This is an optimization exercise on Yosys and OpenROAD, whose aim is small area, a short achievable clock period and few clock cycles per item, not a production implementation.
Power is estimated from default activity; no workload was simulated.

Setup of alpha:
==> flow/design.v <==
`timescale 1ns / 1ns
module mat_ops_controller #(
	parameter DATA_LEN = 8,
	parameter N = 8,
	parameter ADDRESS_SIZE = 4
)
(
	input                         i_clk,
	input                         i_rstn,
	input   [DATA_LEN*N-1:0]      i_read_data_A,
	output  [ADDRESS_SIZE-1:0]    o_address_A,
	output                        o_wr_en_A,
	output  [DATA_LEN*N-1:0]      o_write_data_A,
	input   [DATA_LEN*N-1:0]      i_read_data_B,
	output  [ADDRESS_SIZE-1:0]    o_address_B,
	output                        o_wr_en_B,
	output  [DATA_LEN*N-1:0]      o_write_data_B,
	output                        o_done
);
	reg        run;
	reg  [2:0] r;
	reg  [3:0] s;
	reg  [2:0] tail;
	reg        run_n;
	reg  [2:0] r_n;
	reg  [3:0] s_n;
	reg  [2:0] tail_n;
	wire start = (i_read_data_A[7:0] == 8'd1);
	always @(*) begin
		run_n  = run;
		r_n    = r;
		s_n    = s;
		tail_n = 3'd0;
		if (run) begin
			if (s == 4'd8) begin
				s_n = 4'd0;
				if (r == 3'd7) begin
					run_n  = 1'b0;
					tail_n = 3'd1;
				end else begin
					r_n = r + 3'd1;
				end
			end else if (r == 3'd0 && s == 4'd2) begin
				s_n = 4'd4;
			end else begin
				s_n = s + 4'd1;
			end
		end else if (tail != 3'd0) begin
			tail_n = (tail == 3'd4) ? 3'd0 : tail + 3'd1;
		end else if (start) begin
			run_n = 1'b1;
			r_n   = 3'd0;
			s_n   = 4'd0;
		end
	end
	wire       wr_n   = run_n && (s_n == 4'd3) && (r_n != 3'd0);
	wire [3:0] s_m1   = s_n - 4'd1;
	wire [2:0] k_n    = (s_n < 4'd3) ? s_n[2:0] : s_m1[2:0];
	wire       done_n = (tail_n == 3'd4);
	reg  [3:0] addr_a;
	reg  [3:0] addr_b;
	reg        wr_b;
	reg        done;
	reg        v0;
	reg  [2:0] k0;
	reg        f0;
	always @(posedge i_clk, negedge i_rstn) begin
		if (!i_rstn) begin
			run    <= 1'b0;
			r      <= 3'd0;
			s      <= 4'd0;
			tail   <= 3'd0;
			addr_a <= 4'd0;
			addr_b <= 4'd0;
			wr_b   <= 1'b0;
			done   <= 1'b0;
		end else begin
			run    <= run_n;
			r      <= r_n;
			s      <= s_n;
			tail   <= tail_n;
			addr_a <= run_n ? {1'b1, r_n} : 4'd0;
			addr_b <= done_n ? 4'd15 : (wr_n ? {1'b1, r_n - 3'd1} : {1'b0, k_n});
			wr_b   <= wr_n || done_n;
			done   <= done_n;
		end
	end
	always @(posedge i_clk) begin
		v0 <= run_n && !wr_n;
		k0 <= k_n;
		f0 <= run_n && (s_n == 4'd0);
	end
	reg                  v1;
	reg  [2:0]           k1;
	reg                  f1;
	reg                  f2;
	reg                  f3;
	reg  [7:0]           a2;
	reg  [63:0]          b2;
	wire [63:0]          acc;
	always @(posedge i_clk) begin
		v1 <= v0;
		k1 <= k0;
		f1 <= f0;
		f2 <= f1;
		f3 <= f2;
		a2 <= v1 ? i_read_data_A[8*k1 +: 8] : 8'd0;
		b2 <= i_read_data_B;
	end
	genvar j;
	generate
		for (j = 0; j < N; j = j + 1) begin : LANE
			mac_lane u_lane (
				.i_clk (i_clk),
				.a     (a2),
				.b     (b2[8*j +: 8]),
				.first (f3),
				.acc   (acc[8*j +: 8])
			);
		end
	endgenerate
	assign o_address_A    = addr_a;
	assign o_wr_en_A      = done;
	assign o_write_data_A = {(DATA_LEN*N){1'b0}};
	assign o_address_B    = addr_b;
	assign o_wr_en_B      = wr_b;
	assign o_write_data_B = acc;
	assign o_done         = done;
endmodule
module mac_lane (
	input            i_clk,
	input      [7:0] a,
	input      [7:0] b,
	input            first,
	output reg [7:0] acc
);
	wire [14:0] d;
	reg  [14:0] q;
	wire t1;
	wire t2;
	wire t3;
	wire t4;
	wire t5;
	wire t6;
	wire t7;
	wire t8;
	wire t9;
	wire t10;
	wire t11;
	wire t12;
	wire t13;
	wire t14;
	wire t15;
	wire t16;
	wire t17;
	wire t18;
	wire t19;
	wire t20;
	wire t21;
	wire t22;
	wire t23;
	wire t24;
	wire t25;
	wire t26;
	wire t27;
	wire t28;
	wire t29;
	wire t30;
	wire t31;
	wire t32;
	wire t33;
	wire t34;
	wire t35;
	wire t36;
	assign t1 = (a[0] & b[6]) ^ (a[1] & b[5]);
	assign t2 = (a[0] & b[6]) & (a[1] & b[5]);
	assign t3 = (a[0] & b[7]) ^ (a[1] & b[6]) ^ (a[2] & b[5]);
	assign t4 = (a[3] & b[4]) ^ (a[4] & b[3]);
	assign t5 = (a[0] & b[4]) ^ (a[1] & b[3]);
	assign t6 = (a[0] & b[4]) & (a[1] & b[3]);
	assign t7 = (a[0] & b[5]) ^ (a[1] & b[4]) ^ (a[2] & b[3]);
	assign t8 = ((a[0] & b[5]) & (a[1] & b[4])) | ((a[0] & b[5]) & (a[2] & b[3])) | ((a[1] & b[4]) & (a[2] & b[3]));
	assign t9 = (a[3] & b[2]) ^ (a[4] & b[1]);
	assign t10 = (a[3] & b[2]) & (a[4] & b[1]);
	assign t11 = t1 ^ (a[2] & b[4]) ^ (a[3] & b[3]);
	assign t12 = (t1 & (a[2] & b[4])) | (t1 & (a[3] & b[3])) | ((a[2] & b[4]) & (a[3] & b[3]));
	assign t13 = (a[4] & b[2]) ^ (a[5] & b[1]) ^ (a[6] & b[0]);
	assign t14 = ((a[4] & b[2]) & (a[5] & b[1])) | ((a[4] & b[2]) & (a[6] & b[0])) | ((a[5] & b[1]) & (a[6] & b[0]));
	assign t15 = t2 ^ t3 ^ t4;
	assign t16 = (a[5] & b[2]) ^ (a[6] & b[1]) ^ (a[7] & b[0]);
	assign t17 = (a[0] & b[3]) ^ (a[1] & b[2]);
	assign t18 = (a[0] & b[3]) & (a[1] & b[2]);
	assign t19 = t5 ^ (a[2] & b[2]) ^ (a[3] & b[1]);
	assign t20 = (t5 & (a[2] & b[2])) | (t5 & (a[3] & b[1])) | ((a[2] & b[2]) & (a[3] & b[1]));
	assign t21 = t6 ^ t7 ^ t9;
	assign t22 = (t6 & t7) | (t6 & t9) | (t7 & t9);
	assign t23 = t8 ^ t10 ^ t11;
	assign t24 = (t8 & t10) | (t8 & t11) | (t10 & t11);
	assign t25 = t12 ^ t14 ^ t15;
	assign t26 = (a[0] & b[2]) ^ (a[1] & b[1]);
	assign t27 = (a[0] & b[2]) & (a[1] & b[1]);
	assign t28 = t17 ^ (a[2] & b[1]) ^ (a[3] & b[0]);
	assign t29 = (t17 & (a[2] & b[1])) | (t17 & (a[3] & b[0])) | ((a[2] & b[1]) & (a[3] & b[0]));
	assign t30 = t18 ^ t19 ^ (a[4] & b[0]);
	assign t31 = (t18 & t19) | (t18 & (a[4] & b[0])) | (t19 & (a[4] & b[0]));
	assign t32 = t20 ^ t21 ^ (a[5] & b[0]);
	assign t33 = (t20 & t21) | (t20 & (a[5] & b[0])) | (t21 & (a[5] & b[0]));
	assign t34 = t22 ^ t23 ^ t13;
	assign t35 = (t22 & t23) | (t22 & t13) | (t23 & t13);
	assign t36 = t24 ^ t25 ^ t16;
	assign d[0] = (a[0] & b[0]);
	assign d[1] = (a[0] & b[1]);
	assign d[2] = (a[1] & b[0]);
	assign d[3] = t26;
	assign d[4] = (a[2] & b[0]);
	assign d[5] = t27;
	assign d[6] = t28;
	assign d[7] = t29;
	assign d[8] = t30;
	assign d[9] = t31;
	assign d[10] = t32;
	assign d[11] = t33;
	assign d[12] = t34;
	assign d[13] = t35;
	assign d[14] = t36;
	always @(posedge i_clk)
		q <= d;
	wire [7:0] g = first ? 8'd0 : acc;
	wire u1;
	wire u2;
	wire u3;
	wire u4;
	wire u5;
	wire u6;
	wire u7;
	wire u8;
	wire u9;
	wire u10;
	wire u11;
	wire u12;
	wire u13;
	assign u1 = g[1] ^ q[1];
	assign u2 = g[1] & q[1];
	assign u3 = g[2] ^ q[3] ^ q[4];
	assign u4 = (g[2] & q[3]) | (g[2] & q[4]) | (q[3] & q[4]);
	assign u5 = g[3] ^ q[5] ^ q[6];
	assign u6 = (g[3] & q[5]) | (g[3] & q[6]) | (q[5] & q[6]);
	assign u7 = g[4] ^ q[7] ^ q[8];
	assign u8 = (g[4] & q[7]) | (g[4] & q[8]) | (q[7] & q[8]);
	assign u9 = g[5] ^ q[9] ^ q[10];
	assign u10 = (g[5] & q[9]) | (g[5] & q[10]) | (q[9] & q[10]);
	assign u11 = g[6] ^ q[11] ^ q[12];
	assign u12 = (g[6] & q[11]) | (g[6] & q[12]) | (q[11] & q[12]);
	assign u13 = g[7] ^ q[13] ^ q[14];
	wire [7:0] s0 = {u12 , u10 , u8 , u6 , u4 , u2 , u1 , g[0]};
	wire [7:0] s1 = {u13 , u11 , u9 , u7 , u5 , u3 , q[2] , q[0]};
	always @(posedge i_clk)
		acc <= s0 + s1;
endmodule
Settings: LEC_CHECK=0, CAP_MARGIN=20, CORE_MARGIN=2, CORE_UTILIZATION=40, PLACE_DENSITY=0.6, SETUP_SLACK_MARGIN=2.0, SLEW_MARGIN=20; clock period 5.0 ns.
run.sh (not shown) runs the stock make flow with config.mk's settings and CLKGATE_MAP_FILE= SYNTH_SCRIPT=/design/flow/synth_recipe.tcl, a recipe that flattens the netlist after the stock synthesis.
The inputs of beta differ from those of alpha as listed below.
Settings: clearing SETUP_SLACK_MARGIN, which used to be 2.0.
Compared beta against alpha; global routing met2 resource utilization within noise. CTS sink count: alpha vs beta, no meaningful difference. From alpha to beta the numbers moved as follows: final worst-path cycle share went up 11 points; met2 wire length shows no meaningful change; first-iteration DRC count higher; total of buffers placed on input and output ports ~0 delta; post-CTS setup buffer count fell by 3. beta gives less combinational power share than alpha did. Compared with alpha, beta is the less power-hungry design.
Input changes introduced in gamma (baseline for comparison: beta):
Settings: an added SETUP_SLACK_MARGIN of 3.0.
### Flow results
Sequential share of power was higher in beta than in gamma. The estimated power of gamma ends up higher than the estimate for beta. On worst hold slack, beta and gamma are basically level. Post-placement cell area is lower on beta. Detailed route, gamma vs beta: via total higher for gamma. The pin count of the biggest net entering global routing number comes out lower for gamma vs beta. In the metrics for beta and gamma, the one carrying the lower post-route worst setup slack is beta. On net switching power figure, gamma does worse than beta. Comparing beta and gamma, the lower depth of the most critical reg-to-reg path is on gamma.
Function was not checked in any run of this note: the RTL went through the layout flow alone.

[static timing again, ports no longer ideal]
In the flow no input, the clock included, has a driving cell. The finished layouts below were timed again as built, in two steps. Step 1: set_driving_cell puts a clkbuf_16 on i_clk and a buf_2 on each other input, an assumption about the parent block. Step 2 moves the port delays by t, midway between the first and last clock arrival at a register: inputs arrive t later, outputs are due t later. That takes back most of the time a late clock gives input paths. Slacks: no drivers / after step 1 / after step 2; pairs: no drivers / after step 1.
run | t (ns) | setup WS [ns] | worst hold slack (ns) | worst setup path at the end
alpha | 0.562 | 2.121 / 2.152 / 1.590 | 0.318 / 0.318 / 0.318 | input to register
beta | 0.568 | 1.551 / 1.584 / 1.016 | 0.322 / 0.322 / 0.322 | input to register
gamma | 0.567 | 2.441 / 2.441 / 1.911 | 0.324 / 0.324 / 0.324 | input to register
After both steps setup and hold are still met in every run listed. For beta, which loses most, drivers alone change the setup slack by +0.033 ns; drivers and shift together by -0.535 ns.
